This design comes from an exercise in tuning for small area on the open sky130 flow, not from production work.
In this exercise RTL edits were held to simulation tests only and were not proved equivalent to the original.

==> flow/design.v, too long to show whole: its modules and the start of the top module <==
// module chen_cordic: 4792 lines
// module cfa: 4 lines
// module cha: 4 lines
module chen_cordic #(
    parameter ROTATE_TYPE = "ROTATE",
    parameter DATABITS = 17,
    parameter ITERATIONS = 16
)(
    input clk,
    input rst_n,
    input Validin,
    input signed [DATABITS-1:0] Xin,
    input signed [DATABITS-1:0] Yin,
    input signed [17:0] Ain,
    output Validout,
    output signed [DATABITS-1:0] Xout,
    output signed [DATABITS-1:0] Yout,
    output signed [17:0] Aout
);
  // ...
==> flow/run.sh <==
#!/bin/bash
# synth_recipe.tcl (not shown) runs the flow's synth.tcl, then flattens the netlist and writes it again
# the make line also repeats each setting of config.mk as NAME=value (left out here)
make -C /OpenROAD-flow-scripts/flow DESIGN_CONFIG=/design/flow/config.mk WORK_HOME=/design/flow/orfs CLKGATE_MAP_FILE= SYNTH_SCRIPT=/design/flow/synth_recipe.tcl finish
==> flow/config.mk <==
export PLATFORM = sky130hd
export DESIGN_NAME = chen_cordic
export DESIGN_NICKNAME = chen_cordic
export VERILOG_FILES = /design/flow/design.v
export SDC_FILE = /design/flow/constraint.sdc
export NUM_CORES = 4
export LEC_CHECK = 0
export CAP_MARGIN = 20
export CORE_MARGIN = 2
export CORE_UTILIZATION = 40
export CTS_BUF_LIST = sky130_fd_sc_hd__clkbuf_4 sky130_fd_sc_hd__clkbuf_8 sky130_fd_sc_hd__clkbuf_16
export CTS_CLUSTER_DIAMETER = 40
export CTS_CLUSTER_SIZE = 16
export SLEW_MARGIN = 20
export SYNTH_HIERARCHICAL = 1
export SYNTH_MINIMUM_KEEP_SIZE = 0
==> flow/constraint.sdc <==
create_clock -name core_clock -period 6.5 [get_ports {clk}]
set_input_delay 1.3000 -clock core_clock [delete_from_list [all_inputs] [get_ports {clk}]]
set_output_delay 1.3000 -clock core_clock [all_outputs]
set_load 0.01 [all_outputs]
==> notes.md, run 1 <==
# TYPE chip_impl_metric gauge
chip_impl_info{name="regToRegStartpoint",value="r5_n571_s"} 1
chip_impl_metric{name="report.final.setup_viol",unit=""} 0
chip_impl_metric{name="share_of_the_final_layout_cell_area_in_multi_input_gates",unit="%"} 49.5
chip_impl_metric{name="cts_post_setup_buffers_inserted",unit=""} 0
chip_impl_metric{name="num-multi-input-gates",unit=""} 1504
chip_impl_metric{name="tritoncts_num_sinks",unit=""} 714
chip_impl_metric{name="detail-route-antenna-nets",unit=""} 0
chip_impl_metric{name="nNonClkBuffers",unit=""} 161
chip_impl_metric{name="post_synth.cell_area_avg",unit="um^2"} 14.8
chip_impl_info{name="commonest_cells_in_the_netlist",value="sky130_fd_sc_hd__dfxtp_1 (714), sky130_fd_sc_hd__fa_1 (658), sky130_fd_sc_hd__xnor2_1 (251)"} 1
chip_impl_metric{name="tapCellCount",unit=""} 1165
chip_impl_info{name="ys_top_cells_by_area",value="sky130_fd_sc_hd__dfxtp_1 (40%), sky130_fd_sc_hd__fa_1 (37%), sky130_fd_sc_hd__xnor2_1 (6.1%)"} 1
chip_impl_metric{name="cp_data_required_time",unit="ns"} 7.00
chip_impl_info{name="status",value="complete, no violations"} 1
chip_impl_metric{name="vias_per_cell",unit=""} 4.34
chip_impl_info{name="critical_path.endpoint_type",value="flop"} 1
chip_impl_metric{name="synth_enable_flop_cells",unit=""} 0
chip_impl_info{name="crit-reg2reg-capture",value="r6_n661_s"} 1
chip_impl_metric{name="cts.htree.levels",unit=""} 3
chip_impl_metric{name="met1_usage",unit="%"} 16.4
chip_impl_metric{name="route.detailed.drc",unit=""} 0
==> inputs of run 2 (changes only) <==
--- a/flow/config.mk
+++ b/flow/config.mk
@@ -8,8 +8,8 @@
 export CAP_MARGIN = 20
 export CORE_MARGIN = 2
 export CORE_UTILIZATION = 40
-export CTS_BUF_LIST = sky130_fd_sc_hd__clkbuf_4 sky130_fd_sc_hd__clkbuf_8 sky130_fd_sc_hd__clkbuf_16
-export CTS_CLUSTER_DIAMETER = 40
+export CTS_BUF_LIST = sky130_fd_sc_hd__clkbuf_8
+export CTS_CLUSTER_DIAMETER = 50
 export CTS_CLUSTER_SIZE = 16
 export SLEW_MARGIN = 20
 export SYNTH_HIERARCHICAL = 1
==> run 2 against run 1 <==
Clock skew increased by 0.013 ns. Hold slack improved by 0.0038 ns. Synthesized cell count unchanged. Critical path depth unchanged. Sequential share of layout area increased by 1.3 points. Largest cell class unchanged. Final cell count decreased by 0.60%. Sequential cell count unchanged.
==> notes.md, run 2 <==
# TYPE chip_impl_metric gauge
chip_impl_metric{name="syn-cell-area",unit="um^2"} 35700
chip_impl_metric{name="clk_path_buf_depth",unit=""} 3
chip_impl_info{name="critical_path.startpoint_type",value="flop"} 1
chip_impl_metric{name="placed_cells",unit=""} 3650
chip_impl_metric{name="cts.htree.levels",unit=""} 3
chip_impl_metric{name="timing.setup.tns",unit="ns"} 0
chip_impl_metric{name="dr.first_iter.drc_count",unit=""} 530
chip_impl_metric{name="synth_enable_flop_cells",unit=""} 0
chip_impl_info{name="mostFrequentLayoutCell",value="sky130_fd_sc_hd__dfxtp_1"} 1
chip_impl_metric{name="nNetsFinal",unit=""} 3422
chip_impl_metric{name="tritoncts_buffer_count",unit=""} 82
chip_impl_metric{name="row_count",unit=""} 109
chip_impl_metric{name="setup_ws",unit="ns"} 0.170
chip_impl_metric{name="synthesis.nets",unit=""} 3272
chip_impl_info{name="tritoncts",value="built"} 1
chip_impl_metric{name="worst_hold_slack",unit="ns"} 0.324
chip_impl_metric{name="timing.max_slew.rel_slack",unit="%"} 34.9
chip_impl_metric{name="starting_density_of_the_core",unit="%"} 40.4
chip_impl_metric{name="die_w",unit="um"} 303
chip_impl_metric{name="post-route-util",unit="%"} 45.4
chip_impl_metric{name="buffer_ports.inserted",unit=""} 107
chip_impl_info{name="criticalPathCategory",value="flop to flop"} 1
chip_impl_metric{name="cp_data_required_time",unit="ns"} 7.08
chip_impl_metric{name="yosysTopAreaCellShare",unit="%"} 40.0
chip_impl_metric{name="max_cap_violations",unit=""} 0
chip_impl_metric{name="largest_reg_flops",unit=""} 14
chip_impl_metric{name="post_detailed_placement_half_perimeter_wirelength",unit="um"} 48000
chip_impl_metric{name="synthesis.yosys.warnings",unit=""} 7
chip_impl_metric{name="worstSkewPairLatency",unit="ns"} 0.71
chip_impl_metric{name="placement.cell_area",unit="um^2"} 38100
chip_impl_metric{name="grt_start_max_net_pins",unit=""} 35
chip_impl_metric{name="synth-async-reset-ratio",unit="%"} 0
chip_impl_metric{name="worstRegToRegCells",unit=""} 15
chip_impl_metric{name="share_of_layout_cells_above_drive_strength_1",unit="%"} 10.3
chip_impl_metric{name="route.detailed.drc",unit=""} 0
chip_impl_metric{name="grt_pass1_vias",unit=""} 19600
chip_impl_metric{name="drt_pass1_iterations",unit=""} 19
chip_impl_info{name="commonest_cells_in_the_netlist",value="sky130_fd_sc_hd__dfxtp_1 (714), sky130_fd_sc_hd__fa_1 (658), sky130_fd_sc_hd__xnor2_1 (251)"} 1
chip_impl_metric{name="multi_input_area",unit="um^2"} 20700
chip_impl_metric{name="routed_wire_length_per_instance",unit="um"} 15.2
chip_impl_metric{name="timing.final.hold_violations",unit=""} 0
chip_impl_metric{name="worstPathMaxFanout",unit=""} 2
chip_impl_info{name="status",value="complete, no violations"} 1
chip_impl_metric{name="synth-seq-cells",unit=""} 714
chip_impl_metric{name="worst_setup_skew_after_layout",unit="ns"} 0.0410
chip_impl_metric{name="layout-area-overhead-vs-synth",unit="%"} 12.5
chip_impl_metric{name="grt.overflow.total",unit=""} 0
chip_impl_metric{name="cell_count_of_the_worst_hold_path",unit=""} 0
chip_impl_metric{name="ctsHoldBuffers",unit=""} 0
chip_impl_metric{name="report.final.slew_viol_count",unit=""} 0
chip_impl_metric{name="floorplan.die_area",unit="um^2"} 91800
chip_impl_metric{name="dpl_worst_slack",unit="ns"} -0.0301
chip_impl_metric{name="final_cell_count_no_fill",unit=""} 3807
chip_impl_metric{name="critPathArrivalTime",unit="ns"} 6.91
chip_impl_metric{name="worst_slew_pin_slew",unit="ns"} 0.975
chip_impl_metric{name="totalWireLength",unit="um"} 57700
chip_impl_info{name="yosys.area.top_type",value="sky130_fd_sc_hd__dfxtp_1"} 1
chip_impl_metric{name="seq_area",unit="um^2"} 14300
chip_impl_info{name="ctsRootBufferMaster",value="sky130_fd_sc_hd__clkbuf_8"} 1
chip_impl_metric{name="final_cell_area",unit="um^2"} 40200
chip_impl_metric{name="design.core.area",unit="um^2"} 88500
chip_impl_info{name="leading_cell_types_in_the_layout_fill_and_taps_excluded",value="sky130_fd_sc_hd__dfxtp_1 (710), sky130_fd_sc_hd__fa_1 (623), sky130_fd_sc_hd__xnor2_1 (246), sky130_fd_sc_hd__xor2_1 (199), sky130_fd_sc_hd__ha_1 (136)"} 1
chip_impl_metric{name="fin_crit_sh",unit="%"} 97.4
chip_impl_info{name="post-synth-top-count-cell",value="sky130_fd_sc_hd__dfxtp_1"} 1
chip_impl_metric{name="report.final.setup_viol",unit=""} 0
chip_impl_metric{name="period_minus_slack",unit="ns"} 6.33
chip_impl_metric{name="place_congestion",unit=""} 0.802
chip_impl_metric{name="fillerInstances",unit=""} 7820
chip_impl_metric{name="detailroute.via_count",unit=""} 16600
chip_impl_metric{name="track_usage",unit="%"} 13.6
chip_impl_metric{name="distinct_cell_type_count_after_synthesis",unit=""} 58
chip_impl_metric{name="detail-route-antenna-nets",unit=""} 0
chip_impl_metric{name="io_pins",unit=""} 108
chip_impl_info{name="hold_path_class",value="flop to flop"} 1
chip_impl_info{name="critical_path.endpoint_type",value="flop"} 1
chip_impl_metric{name="post_synth.cell_area_avg",unit="um^2"} 14.8
chip_impl_metric{name="global_route_wire_length_before_repair",unit="um"} 99400
chip_impl_metric{name="antenna_found_initial",unit=""} 1
chip_impl_info{name="ys_top_cells_by_area",value="sky130_fd_sc_hd__dfxtp_1 (40%), sky130_fd_sc_hd__fa_1 (37%), sky130_fd_sc_hd__xnor2_1 (6.1%)"} 1
chip_impl_metric{name="netlist_instances",unit=""} 2423
chip_impl_metric{name="synth_seq_area_share",unit="%"} 40.0
chip_impl_metric{name="vias_per_cell",unit=""} 4.35
chip_impl_metric{name="achievable-frequency",unit="MHz"} 158
chip_impl_info{name="regMostFlops",value="vld"} 1
chip_impl_metric{name="die_h",unit="um"} 303
chip_impl_metric{name="cts.clk_slew.worst_paths",unit="ns"} 0.09
chip_impl_info{name="ys.flop_type",value="sky130_fd_sc_hd__dfxtp_1"} 1
chip_impl_metric{name="tritoncts_num_sinks",unit=""} 714
-- run 2: changes by cell type in the layout (fill, tap and decap cells not counted), sizes merged --
cell / delta
clkinv: -7
clkbuf: -30
inv: +12
buf: -2
clkinvlp: +7
bufinv: -7
diode: +4
-- run 2: per-layer routing --
metal | GRT usage [%] | share of wire [%]
met4 | 4.13 | 2.0
met3 | 2.38 | 3.4
met1 | 16.5 | 42
met2 | 24.6 | 53
met5 | 0 | 0
-- run 2: final cells by class --
cell class                 count  share of cell area [%]
clock inverter                63                    1.71
multi-input combinational   1504                    51.5
inverter                     112                    1.05
clock buffer                  86                    2.94
sequential                   714                    35.6
timing repair buffer         159                    3.63
antenna                        4                  0.0249
tap                         1165                    3.63
-- run 2: critical path, stage by stage, from the launching register on --
cell	delay (ns)
sky130_fd_sc_hd__dfxtp_1	0.32
sky130_fd_sc_hd__fa_1	0.44
sky130_fd_sc_hd__fa_1	0.39
sky130_fd_sc_hd__fa_1	0.40
sky130_fd_sc_hd__fa_1	0.41
sky130_fd_sc_hd__fa_2	0.36
sky130_fd_sc_hd__fa_1	0.40
sky130_fd_sc_hd__fa_2	0.38
sky130_fd_sc_hd__fa_2	0.36
sky130_fd_sc_hd__fa_1	0.39
sky130_fd_sc_hd__fa_1	0.40
sky130_fd_sc_hd__fa_1	0.40
sky130_fd_sc_hd__fa_2	0.36
sky130_fd_sc_hd__fa_2	0.59
sky130_fd_sc_hd__xor2_2	0.17
sky130_fd_sc_hd__fa_1	0.44
-- run 2: kinds of logic after synthesis --
family	share of synthesized area (%)
AOI/OAI and AO/OA	2.57
xor gates and xnor gates	11.4
adders and majority gates	41.6
buffers and inverters	2.77
DFF	40.0
muxes	0.115
and+or+nand+nor	1.60
-- run 2: final timing paths --
| check | start | to | slack [ns] |
|---|---|---|---|
| max | r5_n571_s | r6_n661_s | 0.17 |
| min | r4_n14_w_1 | r5_n14_w_1 | 0.32 |
| max reg2reg | r5_n571_s | r6_n661_s | 0.17 |
| min reg2reg | r4_n14_w_1 | r5_n14_w_1 | 0.32 |
-- run 2: per-module statistics from Yosys (local to each module, per instance) --
module,cell area (um^2),cells inside,flops+latches,times used
cfa,20.0,1,0,654
cha,12.5,1,0,54
chen_cordic,22000,1715,714,1
-- run 2: repair_timing --
| action | 4_1_cts | 5_1_grt |
|---|---|---|
| gates resized for setup | 3 | 48 |
| pin swaps | 0 | 12 |
| endpoints found under the hold margin | 0 | 0 |
| endpoints found under the setup margin | 3 | 25 |
| buffers inserted | 0 | 4 |
==> inputs of run 3 (changes only) <==
--- a/flow/config.mk
+++ b/flow/config.mk
@@ -9,8 +9,8 @@
 export CORE_MARGIN = 2
 export CORE_UTILIZATION = 40
 export CTS_BUF_LIST = sky130_fd_sc_hd__clkbuf_8
-export CTS_CLUSTER_DIAMETER = 50
-export CTS_CLUSTER_SIZE = 16
+export CTS_CLUSTER_DIAMETER = 40
+export CTS_CLUSTER_SIZE = 20
 export SLEW_MARGIN = 20
 export SYNTH_HIERARCHICAL = 1
 export SYNTH_MINIMUM_KEEP_SIZE = 0
==> run 3 against run 2 <==
Critical path depth did not move. Clock skew fell by 0.0041 ns. Largest cell class unchanged.
==> notes.md, run 3 <==
# TYPE chip_impl_metric gauge
chip_impl_metric{name="global_route_wire_length_before_repair",unit="um"} 99700
chip_impl_metric{name="report.final.slew_viol_count",unit=""} 0
chip_impl_metric{name="tritoncts_buffer_count",unit=""} 95
chip_impl_metric{name="worst_setup_skew_after_layout",unit="ns"} 0.0369
chip_impl_metric{name="synth_seq_area_share",unit="%"} 40.0
chip_impl_metric{name="dpl_worst_slack",unit="ns"} -0.0301
chip_impl_metric{name="synthesis.nets",unit=""} 3272
chip_impl_metric{name="synth-seq-cells",unit=""} 714
chip_impl_metric{name="die_w",unit="um"} 303
chip_impl_metric{name="worst_hold_slack",unit="ns"} 0.311
chip_impl_metric{name="track_usage",unit="%"} 13.6
chip_impl_info{name="leading_cell_types_in_the_layout_fill_and_taps_excluded",value="sky130_fd_sc_hd__dfxtp_1 (710), sky130_fd_sc_hd__fa_1 (619), sky130_fd_sc_hd__xnor2_1 (246), sky130_fd_sc_hd__xor2_1 (198), sky130_fd_sc_hd__ha_1 (136)"} 1
chip_impl_metric{name="antenna_found_initial",unit=""} 1
chip_impl_info{name="tritoncts",value="built"} 1
chip_impl_metric{name="cts.clk_slew.worst_paths",unit="ns"} 0.08
chip_impl_metric{name="achievable-frequency",unit="MHz"} 158
chip_impl_metric{name="report.final.setup_viol",unit=""} 0
chip_impl_metric{name="place_congestion",unit=""} 0.802
chip_impl_info{name="critical_path.startpoint_type",value="flop"} 1
chip_impl_metric{name="buffer_ports.inserted",unit=""} 107
chip_impl_info{name="commonest_cells_in_the_netlist",value="sky130_fd_sc_hd__dfxtp_1 (714), sky130_fd_sc_hd__fa_1 (658), sky130_fd_sc_hd__xnor2_1 (251)"} 1
chip_impl_metric{name="starting_density_of_the_core",unit="%"} 40.4
chip_impl_metric{name="layout-area-overhead-vs-synth",unit="%"} 13.7
chip_impl_info{name="regMostFlops",value="vld"} 1
chip_impl_metric{name="netlist_instances",unit=""} 2423
chip_impl_info{name="critical_path.endpoint_type",value="flop"} 1
chip_impl_metric{name="setup_ws",unit="ns"} 0.181
chip_impl_metric{name="row_count",unit=""} 109
chip_impl_metric{name="period_minus_slack",unit="ns"} 6.32
chip_impl_metric{name="design.core.area",unit="um^2"} 88500
chip_impl_info{name="status",value="complete, no violations"} 1
chip_impl_metric{name="io_pins",unit=""} 108
chip_impl_metric{name="totalWireLength",unit="um"} 57800
chip_impl_metric{name="cts.htree.levels",unit=""} 3
chip_impl_metric{name="route.detailed.drc",unit=""} 0
chip_impl_metric{name="drt_pass1_iterations",unit=""} 18
chip_impl_metric{name="share_of_layout_cells_above_drive_strength_1",unit="%"} 11.4
chip_impl_metric{name="vias_per_cell",unit=""} 4.35
chip_impl_metric{name="synth_enable_flop_cells",unit=""} 0
chip_impl_metric{name="detailroute.via_count",unit=""} 16700
chip_impl_metric{name="largest_reg_flops",unit=""} 14
chip_impl_metric{name="clk_path_buf_depth",unit=""} 3
chip_impl_info{name="mostFrequentLayoutCell",value="sky130_fd_sc_hd__dfxtp_1"} 1
chip_impl_metric{name="floorplan.die_area",unit="um^2"} 91800
chip_impl_metric{name="fillerInstances",unit=""} 7761
chip_impl_metric{name="post_detailed_placement_half_perimeter_wirelength",unit="um"} 48000
chip_impl_metric{name="syn-cell-area",unit="um^2"} 35700
chip_impl_metric{name="yosysTopAreaCellShare",unit="%"} 40.0
chip_impl_info{name="criticalPathCategory",value="flop to flop"} 1
chip_impl_metric{name="max_cap_violations",unit=""} 0
chip_impl_metric{name="detail-route-antenna-nets",unit=""} 0
chip_impl_metric{name="grt_start_max_net_pins",unit=""} 35
chip_impl_metric{name="worstSkewPairLatency",unit="ns"} 0.71
chip_impl_metric{name="worstPathMaxFanout",unit=""} 2
chip_impl_metric{name="routed_wire_length_per_instance",unit="um"} 15.1
chip_impl_metric{name="critPathArrivalTime",unit="ns"} 6.89
chip_impl_metric{name="dr.first_iter.drc_count",unit=""} 510
chip_impl_metric{name="worst_slew_pin_slew",unit="ns"} 1.02
chip_impl_metric{name="post_synth.cell_area_avg",unit="um^2"} 14.8
chip_impl_info{name="yosys.area.top_type",value="sky130_fd_sc_hd__dfxtp_1"} 1
chip_impl_info{name="ctsRootBufferMaster",value="sky130_fd_sc_hd__clkbuf_8"} 1
chip_impl_metric{name="distinct_cell_type_count_after_synthesis",unit=""} 58
chip_impl_info{name="post-synth-top-count-cell",value="sky130_fd_sc_hd__dfxtp_1"} 1
chip_impl_metric{name="grt.overflow.total",unit=""} 0
chip_impl_metric{name="die_h",unit="um"} 303
chip_impl_metric{name="post-route-util",unit="%"} 45.9
chip_impl_metric{name="timing.max_slew.rel_slack",unit="%"} 32.1
chip_impl_info{name="ys_top_cells_by_area",value="sky130_fd_sc_hd__dfxtp_1 (40%), sky130_fd_sc_hd__fa_1 (37%), sky130_fd_sc_hd__xnor2_1 (6.1%)"} 1
chip_impl_metric{name="timing.final.hold_violations",unit=""} 0
chip_impl_metric{name="cp_data_required_time",unit="ns"} 7.07
chip_impl_metric{name="synthesis.yosys.warnings",unit=""} 7
chip_impl_metric{name="fin_crit_sh",unit="%"} 97.2
chip_impl_metric{name="tritoncts_num_sinks",unit=""} 714
chip_impl_metric{name="grt_pass1_vias",unit=""} 19800
chip_impl_info{name="hold_path_class",value="flop to flop"} 1
chip_impl_info{name="ys.flop_type",value="sky130_fd_sc_hd__dfxtp_1"} 1
chip_impl_metric{name="nNetsFinal",unit=""} 3439
chip_impl_metric{name="synth-async-reset-ratio",unit="%"} 0
==> run 3: cell counts after synthesis <==
No cell type changed its count.
==> run 3: repair_timing <==
action / CTS / global route
buffers inserted: 0 / 8
hold buffers: 0 / 0
resized for setup: 3 / 54
pin swaps: 0 / 18
setup endpoints to repair: 3 / 26
==> run 3: layout make-up <==
type                    count  area, um^2  share of cell area (%)
multi-input cells        1504       20700                    50.9
well taps                1165        1460                    3.58
flip-flops and latches    714       14300                    35.2
inverters                 112         420                    1.03
clock inverters            65         788                    1.94
diodes                      1        2.50                 0.00615
repair buffers            163        1490                    3.67
clock buffers             109        1500                    3.69
==> run 3: stage by stage <==
step                cells  setup TNS, ns  area [um^2]
floorplan            2423              0        35800
global placement     3650              0        38100
detailed placement   3650        -0.0630        38100
CTS                  3824              0        40400
global route         3833        -0.0205        40700
finish               3833              0        40700
==> run 3: cells by family (layout without fill, tap and decap cells) <==
family / count (synthesis) / after routing / synth area share [%]
multiplexers: 4 / 4 / 0.115
buffers and inverters: 205 / 449 / 2.77
XOR/XNOR: 463 / 463 / 11.4
AND/OR/NAND/NOR: 112 / 112 / 1.60
adder cells (fa/ha/maj): 794 / 794 / 41.6
AO/OA/AOI/OAI: 131 / 131 / 2.57
other: 0 / 1 / 0
flip-flops: 714 / 714 / 40.0
==> run 3: critical path, stage by stage (launching register included) <==
cell and delay, ns:
sky130_fd_sc_hd__dfxtp_1 0.32, sky130_fd_sc_hd__fa_1 0.44, sky130_fd_sc_hd__fa_1 0.39, sky130_fd_sc_hd__fa_1 0.40
sky130_fd_sc_hd__fa_1 0.41, sky130_fd_sc_hd__fa_2 0.36, sky130_fd_sc_hd__fa_1 0.39, sky130_fd_sc_hd__fa_2 0.38
sky130_fd_sc_hd__fa_2 0.36, sky130_fd_sc_hd__fa_1 0.40, sky130_fd_sc_hd__fa_1 0.40, sky130_fd_sc_hd__fa_1 0.40
sky130_fd_sc_hd__fa_2 0.36, sky130_fd_sc_hd__fa_2 0.58, sky130_fd_sc_hd__xor2_2 0.17, sky130_fd_sc_hd__fa_1 0.43
==> run 3: per-module statistics from Yosys (local to each module, per instance) <==
module	flops+latches	area, um^2
cha	0	12.5
chen_cordic	714	22000
cfa	0	20.0
==> run 3: final timing paths <==
kind,from,end,slack [ns],depth (start not counted)
setup reg to reg,r5_n571_s,r6_n661_s,0.18,15
setup / recovery,r5_n571_s,r6_n661_s,0.18,15
hold / removal,r6_n14_w_5,r7_n14_w_5,0.31,0
hold reg to reg,r6_n14_w_5,r7_n14_w_5,0.31,0
==> run 3: layer usage <==
metal  global-route usage [%]  vias up  wire length (um)
met2                     24.6      220             30400
met1                     16.3     8522             23900
li1                         -     7839                 -
met3                     2.58      101              2110
met5                        0        -                 0
met4                     4.42        0              1280
==> inputs of run 4 (changes only) <==
--- a/flow/config.mk
+++ b/flow/config.mk
@@ -9,7 +9,7 @@
 export CORE_MARGIN = 2
 export CORE_UTILIZATION = 40
 export CTS_BUF_LIST = sky130_fd_sc_hd__clkbuf_8
-export CTS_CLUSTER_DIAMETER = 40
+export CTS_CLUSTER_DIAMETER = 60
 export CTS_CLUSTER_SIZE = 20
 export SLEW_MARGIN = 20
 export SYNTH_HIERARCHICAL = 1
==> run 4 against run 3 <==
Still clean. Synthesized cell count unchanged. First-iteration DRC count up 9.6%. Clock skew up 0.015 ns. Non-clock buffer count unchanged. Maximum frequency down 0.63%. Count of clock-buffer cells in the layout down 48. Final cell count down 1.7%. Worst setup slack worse by 0.040 ns.
==> notes.md, run 4 <==
# TYPE chip_impl_metric gauge
chip_impl_metric{name="yosysTopAreaCellShare",unit="%"} 40.0
chip_impl_metric{name="global_route_wire_length_before_repair",unit="um"} 98300
chip_impl_metric{name="distinct_cell_type_count_after_synthesis",unit=""} 58
chip_impl_metric{name="post_synth.cell_area_avg",unit="um^2"} 14.8
chip_impl_metric{name="route.detailed.drc",unit=""} 0
chip_impl_metric{name="antenna_found_initial",unit=""} 1
chip_impl_metric{name="report.final.setup_viol",unit=""} 0
chip_impl_info{name="yosys.area.top_type",value="sky130_fd_sc_hd__dfxtp_1"} 1
chip_impl_metric{name="grt_start_max_net_pins",unit=""} 35
chip_impl_info{name="status",value="complete, no violations"} 1
chip_impl_info{name="crit_path_from",value="r5_n571_s"} 1
chip_impl_metric{name="achievable-frequency",unit="MHz"} 157
chip_impl_metric{name="worstRegToRegCells",unit=""} 15
chip_impl_metric{name="grt_util_met2",unit="%"} 24.4
chip_impl_metric{name="nNetsFinal",unit=""} 3403
chip_impl_metric{name="design.core.area",unit="um^2"} 88500
chip_impl_metric{name="place_congestion",unit=""} 0.802
chip_impl_info{name="ys_top_cells_by_area",value="sky130_fd_sc_hd__dfxtp_1 (40%), sky130_fd_sc_hd__fa_1 (37%), sky130_fd_sc_hd__xnor2_1 (6.1%)"} 1
chip_impl_info{name="top_usage_layer",value="met2"} 1
chip_impl_metric{name="met1_usage",unit="%"} 16.5
chip_impl_metric{name="track_usage",unit="%"} 13.4
chip_impl_info{name="ys.flop_type",value="sky130_fd_sc_hd__dfxtp_1"} 1
chip_impl_info{name="timing.hold.worst_endpoint",value="r6_n14_w_0"} 1
chip_impl_metric{name="tritoncts_buffer_count",unit=""} 59
chip_impl_info{name="commonest_cells_in_the_netlist",value="sky130_fd_sc_hd__dfxtp_1 (714), sky130_fd_sc_hd__fa_1 (658), sky130_fd_sc_hd__xnor2_1 (251)"} 1
chip_impl_metric{name="totalWireLength",unit="um"} 57000
chip_impl_metric{name="timing.max_slew.rel_slack",unit="%"} 34.5
chip_impl_metric{name="timing.final.hold_violations",unit=""} 0
chip_impl_metric{name="seq_area",unit="um^2"} 14300
chip_impl_info{name="critical_path.endpoint_type",value="flop"} 1
chip_impl_info{name="crit-reg2reg-capture",value="r6_n661_s"} 1
chip_impl_metric{name="placed_cells",unit=""} 3650
chip_impl_metric{name="grt.overflow.total",unit=""} 0
chip_impl_metric{name="vias_per_cell",unit=""} 4.37
chip_impl_metric{name="drt_pass1_iterations",unit=""} 19
chip_impl_info{name="hold_path.startpoint",value="r5_n14_w_0"} 1
chip_impl_metric{name="worst_hold_slack",unit="ns"} 0.317
chip_impl_metric{name="synth_enable_flop_cells",unit=""} 0
chip_impl_metric{name="worst_slew_pin_slew",unit="ns"} 0.981
chip_impl_metric{name="netlist_instances",unit=""} 2423
chip_impl_metric{name="synth-seq-cells",unit=""} 714
chip_impl_info{name="regMostFlops",value="vld"} 1
chip_impl_metric{name="detail-route-antenna-nets",unit=""} 0
chip_impl_metric{name="floorplan.die_area",unit="um^2"} 91800
chip_impl_metric{name="post_detailed_placement_half_perimeter_wirelength",unit="um"} 48000
chip_impl_metric{name="multi_input_area",unit="um^2"} 20700
chip_impl_metric{name="synth-async-reset-ratio",unit="%"} 0
chip_impl_metric{name="routed_wire_length_per_instance",unit="um"} 15.1
chip_impl_info{name="mostFrequentLayoutCell",value="sky130_fd_sc_hd__dfxtp_1"} 1
chip_impl_metric{name="worstSkewPairLatency",unit="ns"} 0.73
chip_impl_metric{name="report.final.slew_viol_count",unit=""} 0
chip_impl_metric{name="synth_seq_area_share",unit="%"} 40.0
chip_impl_metric{name="fillerInstances",unit=""} 7811
chip_impl_info{name="regToRegStartpoint",value="r5_n571_s"} 1
chip_impl_metric{name="tritoncts_num_sinks",unit=""} 714
chip_impl_metric{name="cts.clk_slew.worst_paths",unit="ns"} 0.11
chip_impl_metric{name="r2r_setup_slack",unit="ns"} 0.14
chip_impl_metric{name="grt_pass1_vias",unit=""} 19400
chip_impl_metric{name="cts.htree.levels",unit=""} 2
chip_impl_metric{name="max_cap_violations",unit=""} 0
chip_impl_info{name="criticalPathCategory",value="flop to flop"} 1
chip_impl_metric{name="detailroute.via_count",unit=""} 16400
chip_impl_metric{name="worst_setup_skew_after_layout",unit="ns"} 0.0523
chip_impl_metric{name="largest_reg_flops",unit=""} 14
chip_impl_metric{name="fin_crit_sh",unit="%"} 97.8
chip_impl_info{name="ctsRootBufferMaster",value="sky130_fd_sc_hd__clkbuf_8"} 1
chip_impl_metric{name="synthesis.nets",unit=""} 3272
chip_impl_info{name="critical_path.startpoint_type",value="flop"} 1
chip_impl_metric{name="final_cell_count_no_fill",unit=""} 3767
chip_impl_metric{name="io_pins",unit=""} 108
chip_impl_metric{name="buffer_ports.inserted",unit=""} 107
chip_impl_info{name="post-synth-top-count-cell",value="sky130_fd_sc_hd__dfxtp_1"} 1
chip_impl_metric{name="synthesis.yosys.warnings",unit=""} 7
chip_impl_metric{name="cell_count_of_the_worst_hold_path",unit=""} 0
chip_impl_info{name="tritoncts",value="built"} 1
chip_impl_metric{name="worstPathMaxFanout",unit=""} 2
chip_impl_metric{name="period_minus_slack",unit="ns"} 6.36
chip_impl_metric{name="die_w",unit="um"} 303
chip_impl_metric{name="layout-area-overhead-vs-synth",unit="%"} 11.3
chip_impl_info{name="leading_cell_types_in_the_layout_fill_and_taps_excluded",value="sky130_fd_sc_hd__dfxtp_1 (710), sky130_fd_sc_hd__fa_1 (616), sky130_fd_sc_hd__xnor2_1 (247), sky130_fd_sc_hd__xor2_1 (199), sky130_fd_sc_hd__ha_1 (136)"} 1
chip_impl_info{name="hold_path_class",value="flop to flop"} 1
chip_impl_metric{name="clk_path_buf_depth",unit=""} 3
chip_impl_metric{name="globalRouteMet3Util",unit="%"} 2.13
chip_impl_metric{name="syn-cell-area",unit="um^2"} 35700
chip_impl_metric{name="die_h",unit="um"} 303
chip_impl_metric{name="cp_data_required_time",unit="ns"} 7.12
chip_impl_metric{name="row_count",unit=""} 109
chip_impl_metric{name="starting_density_of_the_core",unit="%"} 40.4
chip_impl_metric{name="dr.first_iter.drc_count",unit=""} 559
chip_impl_metric{name="share_of_layout_cells_above_drive_strength_1",unit="%"} 9.27
chip_impl_metric{name="critPathArrivalTime",unit="ns"} 6.98
run 4: per-module statistics from Yosys, one instance, submodules excluded:
module	times used	area, um^2	cells
chen_cordic	1	22000	1715
cha	54	12.5	1
cfa	654	20.0	1
run 4: critical path: stages (launching register included):
cell	delay, ns
sky130_fd_sc_hd__dfxtp_1	0.33
sky130_fd_sc_hd__fa_1	0.44
sky130_fd_sc_hd__fa_1	0.39
sky130_fd_sc_hd__fa_1	0.40
sky130_fd_sc_hd__fa_1	0.40
sky130_fd_sc_hd__fa_2	0.36
sky130_fd_sc_hd__fa_1	0.40
sky130_fd_sc_hd__fa_2	0.38
sky130_fd_sc_hd__fa_1	0.41
sky130_fd_sc_hd__fa_1	0.48
sky130_fd_sc_hd__xor2_1	0.19
sky130_fd_sc_hd__fa_1	0.43
sky130_fd_sc_hd__fa_1	0.40
sky130_fd_sc_hd__fa_1	0.42
sky130_fd_sc_hd__fa_1	0.40
sky130_fd_sc_hd__fa_1	0.44
run 4: cells by family (layout without fill, tap and decap cells):
| group | count (synthesis) | in the layout | share of synthesized area, % |
|---|---|---|---|
| adder cells (fa/ha/maj) | 794 | 794 | 41.6 |
| flip-flops | 714 | 714 | 40.0 |
| XOR/XNOR | 463 | 463 | 11.4 |
| buffers and inverters | 205 | 383 | 2.77 |
| AO/OA/AOI/OAI | 131 | 131 | 2.57 |
| AND/OR/NAND/NOR | 112 | 112 | 1.60 |
| multiplexers | 4 | 4 | 0.115 |
| other | 0 | 1 | 0 |
run 4: what timing repair did:
action / 4_1_cts / 5_1_grt
setup buffers: 0 / 8
pin swaps: 1 / 17
gates resized for setup: 2 / 55
setup endpoints to repair: 4 / 27
hold buffers: 0 / 0
hold endpoints to repair: 0 / 0
gates cloned: 0 / 0
run 4: how the worst max path moves through the flow:
stage | to | slack [ns] | depth (start not counted)
after floorplan | r3_n370_s | 0.15 | 16
after global placement | r4_n492_s | 0.03 | 15
after detailed placement | r6_n661_s | -0.03 | 15
after CTS | r6_n661_s | 0.007 | 15
after global routing | r5_n600_s | -0.007 | 15
final | r6_n661_s | 0.14 | 15
run 4: layout make-up:
cell class              instances  share of cell area (%)
well taps                    1165                    3.66
multi-input cells            1504                    52.0
clock inverters                47                    1.48
flip-flops and latches        714                    35.9
clock buffers                  61                    2.11
inverters                     112                    1.06
diodes                          1                 0.00629
repair buffers                163                    3.75
run 4: routing by layer:
| layer | vias up | wire length (um) |
|---|---|---|
| met5 | - | 0 |
| met4 | 0 | 1160 |
| met3 | 69 | 1620 |
| met2 | 173 | 30100 |
| met1 | 8459 | 24100 |
| li1 | 7746 | - |
run 4: through the flow:
stage,area (um^2),utilization (%),setup TNS [ns],worst slack [ns]
global route,39800,45.0,-0.00690,-0.00690
detailed placement,38100,43.0,-0.0630,-0.0301
CTS,39500,44.7,0,0.00683
floorplan,35800,-,0,0.154
global placement,38100,43.0,0,0.0339
finish,39800,45.0,0,0.140
==> inputs of run 5 (changes only) <==
--- a/flow/config.mk
+++ b/flow/config.mk
@@ -8,9 +8,6 @@
 export CAP_MARGIN = 20
 export CORE_MARGIN = 2
 export CORE_UTILIZATION = 40
-export CTS_BUF_LIST = sky130_fd_sc_hd__clkbuf_8
-export CTS_CLUSTER_DIAMETER = 60
-export CTS_CLUSTER_SIZE = 20
 export SLEW_MARGIN = 20
 export SYNTH_HIERARCHICAL = 1
 export SYNTH_MINIMUM_KEEP_SIZE = 0
==> run 5 against run 4 <==
Final cell count increased by 0.85%. Synthesized cell count unchanged. Via count up 0.69%. First-iteration DRC count grew 1.4%. Register-to-register slack better by 0.03 ns. Sequential share of layout area is 1.1 points lower. Synthesized area stayed put. Critical path type unchanged.
==> notes.md, run 5 <==
# TYPE chip_impl_metric gauge
chip_impl_metric{name="post_synth.cell_area_avg",unit="um^2"} 14.8
chip_impl_metric{name="cts.clk_slew.worst_paths",unit="ns"} 0.06
chip_impl_metric{name="die_w",unit="um"} 303
chip_impl_metric{name="dpl_worst_slack",unit="ns"} -0.0301
chip_impl_metric{name="route.detailed.drc",unit=""} 0
chip_impl_metric{name="layout-area-overhead-vs-synth",unit="%"} 14.8
chip_impl_info{name="mostFrequentLayoutCell",value="sky130_fd_sc_hd__dfxtp_1"} 1
chip_impl_info{name="status",value="complete, no violations"} 1
chip_impl_metric{name="io_pins",unit=""} 108
chip_impl_metric{name="detailroute.via_count",unit=""} 16600
chip_impl_metric{name="starting_density_of_the_core",unit="%"} 40.4
chip_impl_metric{name="tritoncts_buffer_count",unit=""} 79
chip_impl_metric{name="fin_crit_sh",unit="%"} 97.3
chip_impl_metric{name="grt_start_max_net_pins",unit=""} 35
chip_impl_metric{name="fillerInstances",unit=""} 7697
chip_impl_info{name="tritoncts",value="built"} 1
chip_impl_metric{name="grt.overflow.total",unit=""} 0
chip_impl_metric{name="netlist_instances",unit=""} 2423
chip_impl_info{name="ys.flop_type",value="sky130_fd_sc_hd__dfxtp_1"} 1
chip_impl_metric{name="worstSkewPairLatency",unit="ns"} 0.63
chip_impl_metric{name="routed_wire_length_per_instance",unit="um"} 15.3
chip_impl_metric{name="antenna_cells",unit=""} 0
chip_impl_metric{name="global_route_wire_length_before_repair",unit="um"} 100000
chip_impl_metric{name="design.core.area",unit="um^2"} 88500
chip_impl_info{name="leading_cell_types_in_the_layout_fill_and_taps_excluded",value="sky130_fd_sc_hd__dfxtp_1 (711), sky130_fd_sc_hd__fa_1 (617), sky130_fd_sc_hd__xnor2_1 (245), sky130_fd_sc_hd__xor2_1 (200), sky130_fd_sc_hd__ha_1 (136)"} 1
chip_impl_metric{name="synth_seq_area_share",unit="%"} 40.0
chip_impl_metric{name="worst_hold_slack",unit="ns"} 0.318
chip_impl_metric{name="worst_slew_pin_slew",unit="ns"} 1.00
chip_impl_metric{name="synth_enable_flop_cells",unit=""} 0
chip_impl_info{name="critical_path.startpoint_type",value="flop"} 1
chip_impl_metric{name="cp_data_required_time",unit="ns"} 7.00
chip_impl_metric{name="nNetsFinal",unit=""} 3419
chip_impl_info{name="regMostFlops",value="vld"} 1
chip_impl_metric{name="report.final.setup_viol",unit=""} 0
chip_impl_metric{name="place_congestion",unit=""} 0.802
chip_impl_metric{name="grt_pass1_vias",unit=""} 19800
chip_impl_metric{name="timing.final.hold_violations",unit=""} 0
chip_impl_info{name="critical_path.endpoint_type",value="flop"} 1
chip_impl_metric{name="die_h",unit="um"} 303
chip_impl_metric{name="synthesis.nets",unit=""} 3272
chip_impl_metric{name="totalWireLength",unit="um"} 58000
chip_impl_metric{name="tritoncts_num_sinks",unit=""} 714
chip_impl_metric{name="row_count",unit=""} 109
chip_impl_metric{name="antenna_found_initial",unit=""} 0
chip_impl_metric{name="floorplan.die_area",unit="um^2"} 91800
chip_impl_info{name="ctsRootBufferMaster",value="sky130_fd_sc_hd__clkbuf_16"} 1
chip_impl_metric{name="worstPathMaxFanout",unit=""} 2
chip_impl_metric{name="ctsHoldBuffers",unit=""} 0
chip_impl_metric{name="post-route-util",unit="%"} 46.4
chip_impl_metric{name="timing.max_slew.rel_slack",unit="%"} 33.3
chip_impl_info{name="commonest_cells_in_the_netlist",value="sky130_fd_sc_hd__dfxtp_1 (714), sky130_fd_sc_hd__fa_1 (658), sky130_fd_sc_hd__xnor2_1 (251)"} 1
chip_impl_metric{name="post_detailed_placement_half_perimeter_wirelength",unit="um"} 48000
chip_impl_metric{name="largest_reg_flops",unit=""} 14
chip_impl_metric{name="synth-seq-cells",unit=""} 714
chip_impl_info{name="yosys.area.top_type",value="sky130_fd_sc_hd__dfxtp_1"} 1
chip_impl_metric{name="detail-route-antenna-nets",unit=""} 0
chip_impl_metric{name="dr.first_iter.drc_count",unit=""} 567
chip_impl_info{name="hold_path_class",value="flop to flop"} 1
chip_impl_info{name="post-synth-top-count-cell",value="sky130_fd_sc_hd__dfxtp_1"} 1
chip_impl_metric{name="share_of_layout_cells_above_drive_strength_1",unit="%"} 9.98
chip_impl_metric{name="timing.setup.tns",unit="ns"} 0
chip_impl_metric{name="achievable-frequency",unit="MHz"} 158
chip_impl_metric{name="clk_path_buf_depth",unit=""} 3
chip_impl_metric{name="buffer_ports.inserted",unit=""} 107
chip_impl_metric{name="distinct_cell_type_count_after_synthesis",unit=""} 58
chip_impl_metric{name="period_minus_slack",unit="ns"} 6.33
chip_impl_metric{name="yosysTopAreaCellShare",unit="%"} 40.0
chip_impl_metric{name="setup_ws",unit="ns"} 0.174
chip_impl_metric{name="track_usage",unit="%"} 13.7
chip_impl_metric{name="report.final.slew_viol_count",unit=""} 0
chip_impl_info{name="ys_top_cells_by_area",value="sky130_fd_sc_hd__dfxtp_1 (40%), sky130_fd_sc_hd__fa_1 (37%), sky130_fd_sc_hd__xnor2_1 (6.1%)"} 1
chip_impl_metric{name="synth-async-reset-ratio",unit="%"} 0
chip_impl_metric{name="cts.htree.levels",unit=""} 3
chip_impl_metric{name="synthesis.yosys.warnings",unit=""} 7
chip_impl_metric{name="worst_setup_skew_after_layout",unit="ns"} 0.0171
chip_impl_metric{name="max_cap_violations",unit=""} 0
chip_impl_metric{name="critPathArrivalTime",unit="ns"} 6.82
chip_impl_metric{name="vias_per_cell",unit=""} 4.36
chip_impl_metric{name="drt_pass1_iterations",unit=""} 19
chip_impl_metric{name="syn-cell-area",unit="um^2"} 35700
chip_impl_info{name="criticalPathCategory",value="flop to flop"} 1
-- run 5: final timing paths --
| path | from | to | slack (ns) | depth (start not counted) |
|---|---|---|---|---|
| worst min register to register | r4_n14_w_1 | r5_n14_w_1 | 0.32 | 0 |
| worst max-delay path | r5_n571_s | r6_n661_s | 0.17 | 15 |
| worst min-delay path | r4_n14_w_1 | r5_n14_w_1 | 0.32 | 0 |
| worst max register to register | r5_n571_s | r6_n661_s | 0.17 | 15 |
-- run 5: layout make-up --
| class | count | area [um^2] | area share (%) |
|---|---|---|---|
| Tap cell | 1165 | 1460 | 3.55 |
| Clock buffer | 107 | 2230 | 5.44 |
| Inverter | 112 | 420 | 1.02 |
| Sequential cell | 714 | 14300 | 34.8 |
| Clock inverter | 38 | 482 | 1.17 |
| Multi-Input combinational cell | 1504 | 20700 | 50.4 |
| Timing Repair Buffer | 159 | 1460 | 3.56 |
-- run 5: cell families after synthesis --
logic type | count (synthesis) | synth area share [%]
AND/OR/NAND/NOR | 112 | 1.60
adder cells (fa/ha/maj) | 794 | 41.6
AO/OA/AOI/OAI | 131 | 2.57
XOR/XNOR | 463 | 11.4
flip-flops | 714 | 40.0
buffers and inverters | 205 | 2.77
multiplexers | 4 | 0.115
-- run 5: repair_timing --
action | in CTS | in global routing
endpoints found under the setup margin | 3 | 25
gates resized for setup | 3 | 53
setup buffers | 0 | 4
pin swaps | 0 | 13
-- run 5: metrics by stage --
stage,instance area [um^2],cells
final,41100,3799
after global routing,41100,3799
after CTS,40800,3795
after detailed placement,38100,3650
after global placement,38100,3650
after floorplan,35800,2423
-- run 5: modules after synthesis, one instance, submodules excluded --
module / cells / times used / flip-flops and latches
chen_cordic: 1715 / 1 / 714
cha: 1 / 54 / 0
cfa: 1 / 654 / 0
-- run 5: worst max-delay path: stages, from the launching register on --
cell                      delay [ns]
sky130_fd_sc_hd__dfxtp_1        0.31
sky130_fd_sc_hd__fa_1           0.44
sky130_fd_sc_hd__fa_1           0.39
sky130_fd_sc_hd__fa_1           0.40
sky130_fd_sc_hd__fa_1           0.41
sky130_fd_sc_hd__fa_2           0.36
sky130_fd_sc_hd__fa_1           0.40
sky130_fd_sc_hd__fa_2           0.38
sky130_fd_sc_hd__fa_2           0.36
sky130_fd_sc_hd__fa_1           0.39
sky130_fd_sc_hd__fa_1           0.40
sky130_fd_sc_hd__fa_1           0.40
sky130_fd_sc_hd__fa_2           0.36
sky130_fd_sc_hd__fa_2           0.58
sky130_fd_sc_hd__xor2_2         0.17
sky130_fd_sc_hd__fa_1           0.43
-- run 5: per-layer routing --
| layer | up-vias | wire [um] | track usage (%) |
|---|---|---|---|
| met5 | - | 0 | 0 |
| li1 | 7793 | - | - |
| met3 | 98 | 1820 | 2.32 |
| met1 | 8474 | 24300 | 16.6 |
| met2 | 196 | 30600 | 24.9 |
| met4 | 0 | 1320 | 4.25 |
==> inputs of run 6 (changes only) <==
--- a/flow/config.mk
+++ b/flow/config.mk
@@ -8,6 +8,9 @@
 export CAP_MARGIN = 20
 export CORE_MARGIN = 2
 export CORE_UTILIZATION = 40
+export CTS_BUF_LIST = sky130_fd_sc_hd__clkbuf_4 sky130_fd_sc_hd__clkbuf_8
+export CTS_CLUSTER_DIAMETER = 40
+export CTS_CLUSTER_SIZE = 12
 export SLEW_MARGIN = 20
 export SYNTH_HIERARCHICAL = 1
 export SYNTH_MINIMUM_KEEP_SIZE = 0
==> run 6 against run 5 <==
Wire length is 0.59% lower. Final cell count is 0.68% higher. Critical path depth stayed put. Synthesized cell count stayed put. Sequential cell count stayed put. Critical endpoint unchanged.
==> notes.md, run 6 <==
# TYPE chip_impl_metric gauge
chip_impl_info{name="status",value="complete, no violations"} 1
chip_impl_metric{name="vias_per_cell",unit=""} 4.36
chip_impl_metric{name="grt.overflow.total",unit=""} 0
chip_impl_metric{name="track_usage",unit="%"} 13.6
chip_impl_metric{name="synth-seq-cells",unit=""} 714
chip_impl_metric{name="synthesis.nets",unit=""} 3272
chip_impl_metric{name="r2r_setup_slack",unit="ns"} 0.18
chip_impl_metric{name="share_of_layout_cells_above_drive_strength_1",unit="%"} 11.3
chip_impl_metric{name="timing.final.hold_violations",unit=""} 0
chip_impl_metric{name="starting_density_of_the_core",unit="%"} 40.4
chip_impl_metric{name="fin_crit_sh",unit="%"} 97.2
chip_impl_metric{name="post_synth.cell_area_avg",unit="um^2"} 14.8
chip_impl_metric{name="ctsHoldBuffers",unit=""} 0
chip_impl_metric{name="report.final.setup_viol",unit=""} 0
chip_impl_metric{name="totalWireLength",unit="um"} 57600
chip_impl_metric{name="netlist_instances",unit=""} 2423
chip_impl_metric{name="synth_enable_flop_cells",unit=""} 0
chip_impl_metric{name="design.core.area",unit="um^2"} 88500
chip_impl_metric{name="io_pins",unit=""} 108
chip_impl_metric{name="buffer_ports.inserted",unit=""} 107
chip_impl_info{name="regToRegStartpoint",value="r5_n571_s"} 1
chip_impl_metric{name="dr.first_iter.drc_count",unit=""} 622
chip_impl_metric{name="largest_reg_flops",unit=""} 14
chip_impl_metric{name="cp_data_required_time",unit="ns"} 7.08
chip_impl_metric{name="antenna_found_initial",unit=""} 1
chip_impl_info{name="leading_cell_types_in_the_layout_fill_and_taps_excluded",value="sky130_fd_sc_hd__dfxtp_1 (710), sky130_fd_sc_hd__fa_1 (620), sky130_fd_sc_hd__xnor2_1 (246), sky130_fd_sc_hd__xor2_1 (198), sky130_fd_sc_hd__ha_1 (136)"} 1
chip_impl_metric{name="fillerInstances",unit=""} 7772
chip_impl_metric{name="post-route-util",unit="%"} 45.8
chip_impl_info{name="critical_path.endpoint_type",value="flop"} 1
chip_impl_metric{name="timing.max_slew.rel_slack",unit="%"} 32.1
chip_impl_metric{name="cts.htree.levels",unit=""} 3
chip_impl_metric{name="global_route_wire_length_before_repair",unit="um"} 99500
chip_impl_metric{name="worstSkewPairLatency",unit="ns"} 0.72
chip_impl_metric{name="tritoncts_buffer_count",unit=""} 95
chip_impl_metric{name="nNetsFinal",unit=""} 3438
chip_impl_info{name="post-synth-top-count-cell",value="sky130_fd_sc_hd__dfxtp_1"} 1
chip_impl_metric{name="achievable-frequency",unit="MHz"} 158
chip_impl_metric{name="layout-area-overhead-vs-synth",unit="%"} 13.4
chip_impl_metric{name="post_detailed_placement_half_perimeter_wirelength",unit="um"} 48000
chip_impl_metric{name="detail-route-antenna-nets",unit=""} 0
chip_impl_metric{name="row_count",unit=""} 109
chip_impl_metric{name="worst_slew_pin_slew",unit="ns"} 1.02
chip_impl_metric{name="synthesis.yosys.warnings",unit=""} 7
chip_impl_info{name="ctsRootBufferMaster",value="sky130_fd_sc_hd__clkbuf_8"} 1
chip_impl_metric{name="worst_setup_skew_after_layout",unit="ns"} 0.0472
chip_impl_metric{name="max_cap_violations",unit=""} 0
chip_impl_metric{name="distinct_cell_type_count_after_synthesis",unit=""} 58
chip_impl_metric{name="multi_input_area",unit="um^2"} 20700
chip_impl_metric{name="timing.setup.tns",unit="ns"} 0
chip_impl_metric{name="period_minus_slack",unit="ns"} 6.32
chip_impl_info{name="critical_path.startpoint_type",value="flop"} 1
chip_impl_metric{name="worstRegToRegCells",unit=""} 15
chip_impl_info{name="mostFrequentLayoutCell",value="sky130_fd_sc_hd__dfxtp_1"} 1
chip_impl_metric{name="worstPathMaxFanout",unit=""} 2
chip_impl_metric{name="syn-cell-area",unit="um^2"} 35700
chip_impl_info{name="tritoncts",value="built"} 1
chip_impl_metric{name="die_h",unit="um"} 303
chip_impl_metric{name="floorplan.die_area",unit="um^2"} 91800
chip_impl_metric{name="grt_pass1_vias",unit=""} 19800
chip_impl_metric{name="drt_pass1_iterations",unit=""} 18
chip_impl_info{name="yosys.area.top_type",value="sky130_fd_sc_hd__dfxtp_1"} 1
chip_impl_metric{name="yosysTopAreaCellShare",unit="%"} 40.0
chip_impl_metric{name="place_congestion",unit=""} 0.802
chip_impl_info{name="worstSetupEndpoint",value="r6_n661_s"} 1
chip_impl_metric{name="tritoncts_num_sinks",unit=""} 714
chip_impl_info{name="ys_top_cells_by_area",value="sky130_fd_sc_hd__dfxtp_1 (40%), sky130_fd_sc_hd__fa_1 (37%), sky130_fd_sc_hd__xnor2_1 (6.1%)"} 1
chip_impl_metric{name="report.final.slew_viol_count",unit=""} 0
chip_impl_metric{name="detailroute.via_count",unit=""} 16700
chip_impl_metric{name="cts.clk_slew.worst_paths",unit="ns"} 0.07
chip_impl_metric{name="die_w",unit="um"} 303
chip_impl_metric{name="clk_path_buf_depth",unit=""} 3
chip_impl_info{name="crit_path_from",value="r5_n571_s"} 1
chip_impl_metric{name="routed_wire_length_per_instance",unit="um"} 15.1
chip_impl_info{name="ys.flop_type",value="sky130_fd_sc_hd__dfxtp_1"} 1
chip_impl_metric{name="grt_start_max_net_pins",unit=""} 35
chip_impl_info{name="criticalPathCategory",value="flop to flop"} 1
chip_impl_metric{name="synth-async-reset-ratio",unit="%"} 0
chip_impl_metric{name="critPathArrivalTime",unit="ns"} 6.90
chip_impl_metric{name="seq_area",unit="um^2"} 14300
chip_impl_info{name="crit-reg2reg-capture",value="r6_n661_s"} 1
chip_impl_info{name="commonest_cells_in_the_netlist",value="sky130_fd_sc_hd__dfxtp_1 (714), sky130_fd_sc_hd__fa_1 (658), sky130_fd_sc_hd__xnor2_1 (251)"} 1
chip_impl_info{name="hold_path_class",value="flop to flop"} 1
chip_impl_metric{name="synth_seq_area_share",unit="%"} 40.0
chip_impl_info{name="regMostFlops",value="vld"} 1
chip_impl_metric{name="route.detailed.drc",unit=""} 0
==> run 6: cell counts after synthesis <==
No cell type changed its count.
==> run 6: critical path, stage by stage (launching register included) <==
cell	delay, ns
sky130_fd_sc_hd__dfxtp_1	0.32
sky130_fd_sc_hd__fa_1	0.44
sky130_fd_sc_hd__fa_1	0.39
sky130_fd_sc_hd__fa_1	0.40
sky130_fd_sc_hd__fa_1	0.40
sky130_fd_sc_hd__fa_2	0.36
sky130_fd_sc_hd__fa_1	0.39
sky130_fd_sc_hd__fa_2	0.38
sky130_fd_sc_hd__fa_2	0.36
sky130_fd_sc_hd__fa_1	0.39
sky130_fd_sc_hd__fa_1	0.40
sky130_fd_sc_hd__fa_1	0.40
sky130_fd_sc_hd__fa_2	0.36
sky130_fd_sc_hd__fa_2	0.58
sky130_fd_sc_hd__xor2_2	0.17
sky130_fd_sc_hd__fa_1	0.43
==> run 6: logic make-up (layout without fill, tap and decap cells) <==
logic type,Yosys count,count (layout),share of synthesized area [%]
DFF,714,714,40.0
xor gates and xnor gates,463,463,11.4
muxes,4,4,0.115
adders and majority gates,794,794,41.6
buffers and inverters,205,441,2.77
AOI/OAI and AO/OA,131,131,2.57
other,0,1,0
and+or+nand+nor,112,112,1.60
==> run 6: how the worst min path moves through the flow <==
stage,startpoint,to,slack [ns],depth (start not counted)
3_5_place_dp,r10_n882_s,r11_n882_s,0.31,0
5_1_grt,r6_n14_w_5,r7_n14_w_5,0.30,0
4_1_cts,r6_n14_w_5,r7_n14_w_5,0.29,0
6_report,r6_n14_w_5,r7_n14_w_5,0.30,0
3_3_place_gp,r4_n14_w_4,r5_n14_w_4,0.31,0
2_1_floorplan,r9_n14_w_0,r10_n14_w_0,0.31,0
==> run 6: layout make-up <==
class,instances,share of cell area [%]
multi-input combinational,1504,51.1
sequential,714,35.3
clock buffer,117,3.82
timing repair buffer,162,3.66
tap,1165,3.60
clock inverter,50,1.53
inverter,112,1.04
antenna,1,0.00617
==> run 6: per-layer routing <==
metal	up-vias	global-route usage, %	wire length (um)
met3	102	2.53	1910
met1	8526	16.3	24000
li1	7827	-	-
met5	-	0	0
met4	0	4.40	1330
met2	213	24.6	30400
==> run 6: repair_timing <==
| item | CTS | global route |
|---|---|---|
| endpoints found under the hold margin | 0 | 0 |
| gates resized for setup | 3 | 53 |
| pin swaps | 0 | 17 |
| setup buffers | 0 | 7 |
| endpoints found under the setup margin | 3 | 26 |
==> run 6: Yosys stat by module (local to each module, per instance) <==
module,copies in the design,cells
cha,54,1
chen_cordic,1,1715
cfa,654,1
==> run 6: through the flow <==
step,cells,area (um^2),setup WS (ns),hold slack [ns]
global placement,3650,38100,0.0339,0.311
floorplan,2423,35800,0.154,0.310
CTS,3817,40300,0.0151,0.289
detailed placement,3650,38100,-0.0301,0.312
global route,3825,40500,-0.0156,0.302
finish,3825,40500,0.182,0.297

-- separate check: timing with driven ports --
The results above use ideal ports. As a check the final layouts listed here were re-extracted and re-timed, cells and wires unchanged. Step 1, drivers: a clkbuf_16 drives clk and a buf_2 each remaining input, both assumed. Step 2 times the ports against the registers' clock, not the clock port: input delays grow and output delays shrink by t, the midpoint of the rising clock arrivals with the driver on. a / b / c = ideal / step 1 / step 2; a / b = the first two.
| run | t, ns | setup WS [ns] | hold slack, ns | worst data-port slew with drivers (ns) | pins driven straight from the clock port |
|---|---|---|---|---|---|
| run 1 | 0.696 | 0.147 / 0.147 / 0.147 | 0.320 / 0.320 / 0.320 | 0.05 | 1 |
| run 2 | 0.752 | 0.170 / 0.170 / 0.170 | 0.324 / 0.324 / 0.324 | 0.05 | 1 |
| run 3 | 0.755 | 0.181 / 0.181 / 0.181 | 0.311 / 0.311 / 0.311 | 0.05 | 1 |
| run 4 | 0.764 | 0.140 / 0.140 / 0.140 | 0.317 / 0.317 / 0.317 | 0.05 | 1 |
| run 5 | 0.684 | 0.174 / 0.174 / 0.174 | 0.318 / 0.318 / 0.318 | 0.05 | 1 |
| run 6 | 0.758 | 0.182 / 0.182 / 0.182 | 0.297 / 0.297 / 0.297 | 0.05 | 1 |
After both steps every run listed still meets setup and hold.
